Background: an optimization exercise with open tools, aiming at small area, a short achievable clock period and few clock cycles. Do not read the settings as production practice.
No run shown here included a check of the RTL's function; only the layout flow was run.
No activity file was given, so power comes from the tool's default toggle rates.

**design/flow/design.v**
```verilog
module jlc3_core (
     input  wire        clk_i_w
    ,input  wire        rst_i_w       
    ,input  wire        en_i_w        
    ,output wire        mem_en_o_w
    ,output wire        mem_we_o_w
    ,output wire [15:0] mem_addr_o_w
    ,output wire [15:0] mem_wdat_o_w
    ,input  wire [15:0] mem_rdat_i_w
    ,input  wire        mem_rdy_i_w
);
    reg [15:0] addr_r;    
    reg        tk_r;      
    reg [15:0] ir_r;      
    reg [15:0] epc_r;     
    reg        ev_r;      
    reg        sp_r;      
    reg        dld_r;     
    reg        dst_r;     
    reg        dptr_r;    
    reg        dsti_r;    
    reg        dtrap_r;   
    reg [2:0]  dreg_r;
    reg        n_r;       
    reg        z_r;
    reg [15:0] rf_r [0:7];
    reg        clr_r;     
    integer i;
    function [15:0] add16(input [15:0] a, input [15:0] b, input cin);
        reg [15:0] g, p, gg, pp, gn, pn;
        integer l, k;
        begin
            g = a & b;
            p = a ^ b;
            gg = g;
            gg[0] = g[0] | (p[0] & cin);
            pp = p;
            for (l = 1; l < 16; l = l * 2) begin
                gn = gg;
                pn = pp;
                for (k = l; k < 16; k = k + 1) begin
                    gn[k] = gg[k] | (pp[k] & gg[k-l]);
                    pn[k] = pp[k] & pp[k-l];
                end
                gg = gn;
                pp = pn;
            end
            add16 = p ^ {gg[14:0], cin};
        end
    endfunction
    wire adv_w = en_i_w & mem_rdy_i_w;
    wire fc_w  = ~tk_r;
    wire [3:0] xop_w = ir_r[15:12];
    wire ex_w   = fc_w & ev_r;
    wire x_add  = ex_w & (xop_w == 4'b0001);
    wire x_and  = ex_w & (xop_w == 4'b0101);
    wire x_not  = ex_w & (xop_w == 4'b1001);
    wire x_lea  = ex_w & (xop_w == 4'b1110);
    wire x_jsr  = ex_w & (xop_w == 4'b0100);
    wire x_jmp  = ex_w & ((xop_w == 4'b1100) | ((xop_w == 4'b0100) & ~ir_r[11]));
    wire x_mem  = ex_w & ((xop_w == 4'b0110) | (xop_w == 4'b0111));    
    wire x_pri  = x_jmp | x_mem;      
    wire [2:0] ra_w = ir_r[8:6];
    wire [2:0] rb_w = tk_r ? dreg_r : ir_r[2:0];
    reg  [15:0] rda_w;
    reg  [15:0] rdb_w;
    always @(*) begin
        rda_w = 16'b0;
        rdb_w = 16'b0;
        for (i = 0; i < 8; i = i + 1) begin
            rda_w = rda_w | ({16{ra_w == i}} & rf_r[i]);
            rdb_w = rdb_w | ({16{rb_w == i}} & rf_r[i]);
        end
    end
    wire        xlea_w = (xop_w == 4'b1110);
    wire [15:0] opa_w  = xlea_w ? epc_r : rda_w;
    reg  [15:0] opb_w;
    always @(*) begin
        if (~xop_w[1] & ~ir_r[5])                     
            opb_w = rdb_w;
        else if (xop_w[1] & ~xop_w[3])                
            opb_w = {{10{ir_r[5]}}, ir_r[5:0]};
        else if (xlea_w)
            opb_w = {{7{ir_r[8]}}, ir_r[8:0]};
        else
            opb_w = {{11{ir_r[4]}}, ir_r[4:0]};
    end
    wire [15:0] sum_w = add16(opa_w, opb_w, 1'b0);
    wire [15:0] p_w    = opa_w ^ opb_w;
    wire        sumz_w = ~p_w[0] & (p_w[15:1] == (opa_w[14:0] | opb_w[14:0]));
    wire [15:0] and_w  = rda_w & opb_w;
    wire wr_sum  = x_add | x_lea;
    wire wr_and  = x_and;
    wire wr_not  = x_not;
    wire wr_link = x_jsr | (tk_r & dtrap_r);         
    wire wr_mem  = tk_r & dld_r;
    wire wen_w   = wr_sum | wr_and | wr_not | wr_link | wr_mem;
    wire [2:0]  wa_w = wr_mem ? dreg_r : (wr_link ? 3'd7 : ir_r[11:9]);
    wire [15:0] wd_w = ({16{wr_sum}}  & sum_w)
                     | ({16{wr_and}}  & and_w)
                     | ({16{wr_not}}  & ~rda_w)
                     | ({16{wr_link}} & epc_r)
                     | ({16{wr_mem}}  & mem_rdat_i_w);
    wire        wz_w = (wr_sum  & sumz_w)
                     | (wr_and  & ~|and_w)
                     | (wr_not  & &rda_w)
                     | (wr_link & ~|epc_r)
                     | (wr_mem  & ~|mem_rdat_i_w);
    wire fn_w = wen_w ? wd_w[15] : n_r;
    wire fz_w = wen_w ? wz_w : z_r;
    always @(posedge clk_i_w) begin
        for (i = 0; i < 8; i = i + 1)
            if (clr_r || (adv_w && wen_w && wa_w == i))
                rf_r[i] <= wd_w;
    end
    always @(posedge clk_i_w or negedge rst_i_w) begin
        if (!rst_i_w) begin
            clr_r <= 1'b1;
            n_r   <= 1'b0;
            z_r   <= 1'b1;
        end else begin
            clr_r <= 1'b0;
            if (adv_w && wen_w) begin
                n_r <= wd_w[15];
                z_r <= wz_w;
            end
        end
    end
    wire        d2_w   = tk_r & sp_r;
    wire [15:0] dins_w = d2_w ? ir_r : mem_rdat_i_w;
    wire [15:0] pcn_w  = add16(addr_r, 16'd0, 1'b1);
    wire [15:0] dpc_w  = d2_w ? epc_r : pcn_w;
    wire [3:0]  dop_w  = dins_w[15:12];
    wire d_br   = (dop_w == 4'b0000);
    wire d_jsri = (dop_w == 4'b0100) & dins_w[11];
    wire d_ld   = (dop_w == 4'b0010);
    wire d_st   = (dop_w == 4'b0011);
    wire d_ldi  = (dop_w == 4'b1010);
    wire d_sti  = (dop_w == 4'b1011);
    wire d_trap = (dop_w == 4'b1111);
    wire d_ex   = (dop_w == 4'b0001) | (dop_w == 4'b0101) | (dop_w == 4'b1001) |
                  (dop_w == 4'b1110) | (dop_w == 4'b0100) | (dop_w == 4'b1100) |
                  (dop_w == 4'b0110) | (dop_w == 4'b0111);
    wire d_take = d_br & ((dins_w[11] & fn_w) | (dins_w[10] & fz_w) |
                          (dins_w[9] & ~fn_w & ~fz_w));
    wire d_tgt  = d_take | d_jsri | d_ld | d_st | d_ldi | d_sti;
    wire d_data = d_ld | d_st | d_ldi | d_sti | d_trap;
    wire [15:0] dtgt_w = add16(dpc_w, d_jsri ? {{5{dins_w[10]}}, dins_w[10:0]}
                                             : {{7{dins_w[8]}}, dins_w[8:0]}, 1'b0);
    wire [15:0] dnxt_w = ({16{d_tgt}}  & dtgt_w)
                       | ({16{d_trap}} & {8'b0, dins_w[7:0]})
                       | ({16{~d_tgt & ~d_trap}} & dpc_w);
    wire dfin_w = tk_r & ~dptr_r & ~dtrap_r;       
    wire dec_w  = (fc_w & ~x_pri) | d2_w;          
    reg [15:0] nxt_w;
    always @(*) begin
        if (dec_w)
            nxt_w = dnxt_w;
        else if (x_mem)
            nxt_w = sum_w;
        else if (x_jmp)
            nxt_w = rda_w;
        else if (dfin_w)
            nxt_w = epc_r;
        else
            nxt_w = mem_rdat_i_w;                  
    end
    always @(posedge clk_i_w or negedge rst_i_w) begin
        if (!rst_i_w) begin
            addr_r  <= 16'b0;
            tk_r    <= 1'b0;
            ev_r    <= 1'b0;
            sp_r    <= 1'b0;
            dld_r   <= 1'b0;
            dst_r   <= 1'b0;
            dptr_r  <= 1'b0;
            dtrap_r <= 1'b0;
        end else if (adv_w) begin
            addr_r <= nxt_w;
            if (dec_w) begin
                tk_r    <= d_data;
                ev_r    <= d_ex;
                sp_r    <= 1'b0;
                dld_r   <= d_ld;
                dst_r   <= d_st;
                dptr_r  <= d_ldi | d_sti;
                dtrap_r <= d_trap;
            end else if (x_mem) begin
                tk_r    <= 1'b1;
                sp_r    <= 1'b1;
                dld_r   <= ~xop_w[0];
                dst_r   <= xop_w[0];
            end else if (x_jmp) begin
                ev_r    <= 1'b0;
            end else if (tk_r & dptr_r) begin
                dptr_r  <= 1'b0;
                dld_r   <= ~dsti_r;
                dst_r   <= dsti_r;
            end else begin                         
                tk_r    <= 1'b0;
                ev_r    <= 1'b0;
                dld_r   <= 1'b0;
                dst_r   <= 1'b0;
                dtrap_r <= 1'b0;
            end
        end
    end
    always @(posedge clk_i_w) begin
        if (adv_w) begin
            if (fc_w & ~x_jmp) begin               
                ir_r  <= mem_rdat_i_w;
                epc_r <= pcn_w;
            end
            if (dec_w) begin
                dreg_r <= dins_w[11:9];
                dsti_r <= dop_w[0];
            end else if (x_mem) begin
                dreg_r <= ir_r[11:9];
            end
        end
    end
    assign mem_en_o_w   = en_i_w;
    assign mem_we_o_w   = dst_r;
    assign mem_addr_o_w = addr_r;
    assign mem_wdat_o_w = rdb_w;
endmodule
```
**design/flow/flow/run.sh**
```bash
#!/bin/bash
set -euo pipefail
bash standard.sh ADDER_MAP_FILE= finish > standard.log 2>&1
```
**design/flow/standard.sh**
```bash
#!/bin/bash
# synth_recipe.tcl (not shown) runs the flow's synth.tcl, then flattens the netlist and writes it again
# the make line also repeats each setting of config.mk as NAME=value (left out here)
make -C /OpenROAD-flow-scripts/flow DESIGN_CONFIG=/design/flow/config.mk WORK_HOME=/design/flow/orfs CLKGATE_MAP_FILE= SYNTH_SCRIPT=/design/flow/synth_recipe.tcl "${@:-finish}"
```
**design/flow/config.mk**
```make
export PLATFORM = sky130hd
export DESIGN_NAME = jlc3_core
export DESIGN_NICKNAME = jlc3_core
export VERILOG_FILES = /design/flow/design.v
export SDC_FILE = /design/flow/constraint.sdc
export NUM_CORES = 4
export LEC_CHECK = 0
export ABC_AREA = 1
export CAP_MARGIN = 20
export CORE_MARGIN = 2
export CORE_UTILIZATION = 40
export PLACE_DENSITY = 0.6
export SETUP_SLACK_MARGIN = 3.6
export SLEW_MARGIN = 20
export TNS_END_PERCENT = 100
```
**design/flow/constraint.sdc**
```tcl
create_clock -name core_clock -period 8.0 [get_ports {clk_i_w}]
set_input_delay 1.6000 -clock core_clock [delete_from_list [all_inputs] [get_ports {clk_i_w}]]
set_output_delay 1.6000 -clock core_clock [all_outputs]
set_load 0.01 [all_outputs]
```
==> results of run 1 <==
kinds of logic (layout without fill, tap and decap cells):
family	count (synthesis)	after routing	share of synthesized area, %
AOI/OAI and AO/OA	246	247	10.33
xor gates and xnor gates	21	21	1.349
buffers and inverters	275	341	8.827
DFF	190	190	40.91
other	1	1	0.02750
and+or+nand+nor	1175	1177	38.56
cell usage in the layout (no fill, tap or decap), types with 5 or more instances in the layout:
master	netlist	layout
buf_12	0	6
inv_1	170	168
or2_2	13	13
nand2_1	625	618
buf_4	14	47
a22oi_1	14	14
nor2_1	144	140
nand3_1	193	186
o21ai_1	20	17
clkbuf_16	0	18
o2111ai_1	14	11
inv_2	18	9
xor2_1	16	16
a21oi_1	41	40
nor3_1	17	14
clkinv_2	0	5
nand2_2	23	28
clkdlybuf4s50_1	0	47
nor2_2	6	10
nand3_2	13	18
o21ai_2	2	14
nor4_1	8	8
inv_6	0	8
o21ai_0	127	118
o211ai_1	5	5
dfrtp_1	24	23
clkinvlp_4	0	5
xnor2_1	5	5
nand4_1	120	120
dlymetal6s2s_1	0	6
edfxtp_1	164	164
path summary, 6_finish.rpt:
path	end
setup / recovery	mem_wdat_o_w[8]
hold / removal	z_r
setup reg to reg	addr_r[1]
hold reg to reg	z_r
max in group asynchronous	clr_r
min in group asynchronous	addr_r[6]
report_power, final:
group / total (mW) / switching (mW) / internal [mW]
clock: 0.887 / 0.418 / 0.470
combinational: 1.76 / 1.19 / 0.566
sequential: 1.37 / 0.112 / 1.26
what timing repair did:
action	CTS	global route
resized for setup	24	64
cloned	3	4
setup buffers	9	25
endpoints found under the setup margin	120	86
pin swaps	3	5
registers in the layout, indices dropped and copies added, names as in the netlist, 3 cells and up:
name	count
addr_r	16
epc_r	16
dreg_r	3
rf_r	128
ir_r	16
metal layers:
metal / global-route usage [%] / vias to the layer above / wire length [um]
li1: - / 6593 / -
met1: 44.17 / 6708 / 23570
met2: 45.42 / 1001 / 24200
met3: 6.575 / 139 / 6572
met4: 13.01 / 0 / 2294
met5: 0 / - / 0
area by class of cell:
cell class                 instances  area, sq um  share of cell area [%]
clock inverter                    13        151.4                  0.9593
timing repair inverter             2        13.76                 0.08720
timing repair buffer             113         1151                   7.293
inverter                         194        794.5                   5.034
multi-input combinational       1446         7099                   44.98
clock buffer                      19        432.9                   2.743
sequential                       190         5579                   35.35
tap                              448        560.5                   3.552
stage by stage:
stage               instances  setup WS, ns  area (sq um)  power (mW)
floorplan                1908         4.157         13640       2.416
global placement         2351         2.999         14480       2.976
detailed placement       2352         2.935         14490       2.974
CTS                      2396         3.601         15300       3.898
global route             2425         3.569         15780       4.224
finish                   2425         3.705         15780       4.021
==> impl_metrics.toml, run 1 <==
[clock_tree]
holdBufCountCts = 0
cts_root_buf = "clkbuf_16"
cts.sinks = 190
clkLatencyLatePin_ns = 0.46
htreeDepth = 4
clockBufferDepth = 2
cts_tree = "done"
tritoncts.num_buffers = 17
clkTransAtPathRegs_ns = 0.07

[floorplan]
initial_utilization_pct = 40.66
die_height_um = 188.6
ios = 54
fp.dieW_um = 188.6
die_area_sq_mm = 0.03558
core_area_sq_mm = 0.03353
rows = 67

[setup_path]
cp.required_ns = 6.40
slowest_delay_ns = 0.55
arrival_ns = 2.70
path_depth = 9
critPathLaunch = "tk_r"
r2r_slack_ns = 3.82
crit_chain = "inv_4 > nand2_2 > nand2_8 > buf_12 > nand3_1 > o21ai_0 > nor2_1 > nand2_1 > clkdlybuf4s50_1"
cp_max_fo = 33
cp-start-kind = "flop"
cp_top_family = "buffers and inverters"
slowest_stage = "clkdlybuf4s50_1"
rr_worst_depth = 21
critical_path_class = "flop to output pin"
end_kind = "output pin"
cp_num_buf_inv = 3
r2r-start = "ir_r[13]"

[power_and_ir_drop]
p_per_area_mw_per_mm2 = 254.8
vdd_drop_max_mv = 0.1762
leakage_nw = 7.098

[logic_synthesis]
synth_top_area_share_pct = 36.12
yosysMostFrequentCell = "nand2_1"
postSynth.asyncResetShare_pct = 13.68
yosysSeqAreaShare_pct = 40.91
yosys_warnings = 2
synth_area_per_cell_sq_um = 7.147
netlist_area_sq_mm = 0.01364
yosys.area.top_type = "edfxtp_1"
synthFlopType = "edfxtp_1"
synth_seq_cells = 190
synth_cell_types = 51
synth_edf_count = 164
syn_nets = 1928
synth_area_leaders = "edfxtp_1 (36%), nand2_1 (17%), nand3_1 (7.1%), nand4_1 (5.5%), inv_1 (4.7%)"
synth_cells = 1908
synth_common_cells = "nand2_1 (625), nand3_1 (193), inv_1 (170)"

[detailed_routing]
dr.pass1.iters = 9
vias = 14441
wl_per_cell_um = 23.36
ant_nets = 0
vias_per_cell = 5.955
drtIter0Drc = 2049
drc = 0
routed_wl_um = 56640

[placed_design]
portBuffers = 53
gp_congestion = 1.013
dpl.hpwl_um = 39160

[sta]
tightest_slew_ns = 1.103
slew_headroom_pct = 26.38
hold_violations = 0
finalCriticalPeriod_ns = 4.295
timing.hold.ws_ns = 0.5245
tns_ns = 0
finalClockSkew_ns = 0.02129
drv_slew = 0
fmax_mhz = 232.8
rsz0062_at_grt = "yes"
setup_violations = 0
final.period_utilization_pct = 53.69

[final_layout]
diodes = 0
utilization_pct = 47.07
drive_above_1_share_pct = 11.53
nets = 1984
area_growth_pct = 15.75
num-fill-cells = 3346

[grt]
antenna_found_initial = 1
grt_start_max_net_pins = 57
grt_pass1_wl_um = 81830
grt_overflow_total = 0
grtUsageTotal_pct = 30.98
grt_pass1_vias = 13093

[run_status]
outcome = "complete, no violations"

[hold_path]
min_path_type = "flop to flop"
holdPathStages = 1
min_from = "z_r"

[job]
max_cap_violations = 0
==> inputs of run 2 (changes only) <==
--- a/design/flow/config.mk
+++ b/design/flow/config.mk
@@ -8,8 +8,8 @@
 export ABC_AREA = 1
 export CAP_MARGIN = 20
 export CORE_MARGIN = 2
-export CORE_UTILIZATION = 40
-export PLACE_DENSITY = 0.6
+export CORE_UTILIZATION = 55
+export PLACE_DENSITY = 0.75
 export SETUP_SLACK_MARGIN = 3.6
 export SLEW_MARGIN = 20
 export TNS_END_PERCENT = 100
==> run 2 against run 1 <==
  * Still clean
  * Critical path depth up 2
  * Design area is 0.37% lower
  * Area after synthesis unchanged
  * Core utilization is 18 points higher
  * Maximum frequency fell by 2.5%
  * Non-clock buffer count rose by 3
  * Largest cell class unchanged
  * Largest power group unchanged
==> impl_metrics.toml, run 2 <==
[setup_path]
reg2reg_to = "addr_r[11]"
crit_chain = "buf_4 > nand2_4 > nand2_8 > buf_16 > nor2_4 > buf_12 > nand3_1 > o21ai_1 > nor2_1 > nand2_1 > clkdlybuf4s50_1"
end_kind = "output pin"
slowest_delay_ns = 0.55
critPathCapture = "mem_wdat_o_w[6]"
arrival_ns = 2.81
critPathLaunch = "tk_r"
critical_path_class = "flop to output pin"
slowest_stage = "clkdlybuf4s50_1"
r2r_slack_ns = 3.74
cp-start-kind = "flop"
cp_max_fo = 16
r2r-start = "ir_r[7]"
cp.required_ns = 6.40
rr_worst_depth = 26

[clock_tree]
htreeDepth = 4
clkTransAtPathRegs_ns = 0.08
cts.sinks = 190
clkLatencyLatePin_ns = 0.46
cts_tree = "done"
clockBufferDepth = 2
cts_root_buf = "clkbuf_16"
tritoncts.num_buffers = 17

[placed_design]
place_ws_ns = 2.854
gp_congestion = 0.9877
dpl.hpwl_um = 34470
portBuffers = 53

[sta]
rsz0062_at_grt = "no"
drv_slew = 0
tns_ns = 0
tightest_slew_ns = 1.166
setup_violations = 0
final.period_utilization_pct = 55.08
worst_slack_ns = 3.594
finalClockSkew_ns = 0.02256
slew_headroom_pct = 22.29
hold_violations = 0
finalCriticalPeriod_ns = 4.406
fmax_mhz = 226.9

[final_layout]
nets = 1988
final_common_cell = "nand2_1"
regMostFlops = "rf_r"
diodes = 0
final_cell_mix = "nand2_1 (623), nand3_1 (191), inv_1 (167)"
num-fill-cells = 2157
multi_input_area_sq_mm = 0.007117
area_growth_pct = 15.31
drive_above_1_share_pct = 11.56
largest_reg_flops = 128
seq_area_sq_mm = 0.005579

[power_and_ir_drop]
p_switching_mw = 1.753
p_int_mw = 2.273
vdd_drop_max_mv = 0.1445
p_per_area_mw_per_mm2 = 256.1
combPwrFrac_pct = 42.9
pwr-share-seq_pct = 34.1
netSwitchingFraction_pct = 43.55
power_frac_clock_pct = 23.1
leakage_nw = 7.163

[floorplan]
fp.dieW_um = 161.5
ios = 54
rows = 57
initial_utilization_pct = 56.07
die_area_sq_mm = 0.02607
core_area_sq_mm = 0.02432
die_height_um = 161.5

[detailed_routing]
drc = 0
routed_wl_um = 51710
ant_nets = 0
vias_per_cell = 6.316
vias = 14558
wl_per_cell_um = 22.43
dr.pass1.iters = 6
drtIter0Drc = 2314

[logic_synthesis]
synth_seq_cells = 190
syn_nets = 1928
yosys.area.top_type = "edfxtp_1"
synth_cell_types = 51
synth_common_cells = "nand2_1 (625), nand3_1 (193), inv_1 (170)"
synth_cells = 1908
synth_area_leaders = "edfxtp_1 (36%), nand2_1 (17%), nand3_1 (7.1%), nand4_1 (5.5%), inv_1 (4.7%)"
yosys_warnings = 2
yosysMostFrequentCell = "nand2_1"
netlist_area_sq_mm = 0.01364
postSynth.asyncResetShare_pct = 13.68
synth_area_per_cell_sq_um = 7.147
synth_edf_count = 164
yosysSeqAreaShare_pct = 40.91
synthFlopType = "edfxtp_1"
synth_top_area_share_pct = 36.12

[grt]
grt_pass1_wl_um = 75100
grt_pass1_vias = 13152
grtUsageTotal_pct = 37.97
grt_start_max_net_pins = 63
antenna_found_initial = 0
grt_overflow_total = 0

[hold_path]
min_path_type = "flop to flop"

[run_status]
outcome = "complete, no violations"

[job]
max_cap_violations = 0
[run 2: cell counts after synthesis]
No cell type changed its count.
[run 2: worst max-delay path: cells and delay by family (launching register included)]
family	cells	cell delay, ns
flops	1	0.46
compound gates	1	0.08
buf+inv	4	1.09
simple gates	6	0.69
[run 2: power by group through the flow]
stage	Clock [mW]	Combinational, mW	Sequential (mW)
finish	0.929	1.73	1.37
global route	0.958	1.87	1.38
CTS	0.923	1.59	1.37
detailed placement	0	1.52	1.39
global placement	0	1.51	1.39
floorplan	0	1.05	1.36
[run 2: cell type report]
type / instances / share of cell area, %
Multi-Input combinational cell: 1447 / 45.26
Sequential cell: 190 / 35.48
Timing Repair Buffer: 116 / 7.456
Inverter: 194 / 5.005
Clock buffer: 17 / 2.706
Tap cell: 324 / 2.578
Clock inverter: 15 / 1.408
Timing Repair inverter: 2 / 0.1034
[run 2: kinds of logic (layout without fill, tap and decap cells)]
group                  count (synthesis)  count (layout)  share of synthesized area, %
AND/OR/NAND/NOR                     1175            1177                         38.56
buffers and inverters                275             344                         8.827
AO/OA/AOI/OAI                        246             248                         10.33
flip-flops                           190             190                         40.91
XOR/XNOR                              21              21                         1.349
other                                  1               1                       0.02750
[run 2: timing repair]
item / in CTS / in global routing
resized for setup: 26 / 64
setup buffers: 6 / 30
cloned: 2 / 7
pin swaps: 3 / 3
endpoints found under the setup margin: 173 / 110
hold buffers: 0 / 0
[run 2: worst min path at each step]
stage	start	to	slack [ns]	cells past startpoint
floorplan	dptr_r	dptr_r	0.47	2
global placement	z_r	z_r	0.50	1
detailed placement	z_r	z_r	0.50	1
CTS	z_r	z_r	0.52	1
global route	z_r	z_r	0.53	1
finish	z_r	z_r	0.51	1
[run 2: per-stage QoR]
stage                     total power [mW]  instance area (sq um)  hold slack [ns]  instances  utilization (%)
after global routing                 4.211                  15720           0.5278       2305            64.66
after CTS                            3.876                  15170           0.5151       2267            62.37
final                                4.027                  15720           0.5129       2305            64.66
after detailed placement             2.913                  14320           0.5032       2227            58.88
after global placement               2.898                  14320           0.4988       2227            58.88
after floorplan                      2.416                  13640           0.4750       1908                -
[run 2: layer usage]
layer	routed length, um	up-vias	global-route usage, %
met5	0	-	0
met4	2326	0	15.18
met3	7088	207	8.860
met2	22440	1114	58.29
met1	19850	6622	52.18
li1	-	6615	-

==> port drivers added, routing unchanged <==
The flow's constraints put no driver on any port. The routed layouts listed below were extracted and timed again, unchanged, in two steps.
Step 1 assumes that a clkbuf_16 drives the clock port and a buf_2 every other input.
Step 2 times the ports against the registers' clock, not the clock port: input delays grow and output delays shrink by t, the midpoint of the rising clock arrivals with the driver on.
Slacks: ideal ports / drivers / drivers and shift; pairs: ideal ports / drivers.
run	t (ns)	setup WS [ns]	worst setup path at the end	worst data-port slew with drivers (ns)
run 1	0.508	3.705 / 3.650 / 3.292	input to register	0.04
run 2	0.500	3.594 / 3.539 / 3.330	input to register	0.05
After both steps setup and hold are still met in every run listed. For run 1, which loses most, drivers alone change the setup slack by -0.055 ns; drivers and shift together by -0.413 ns.
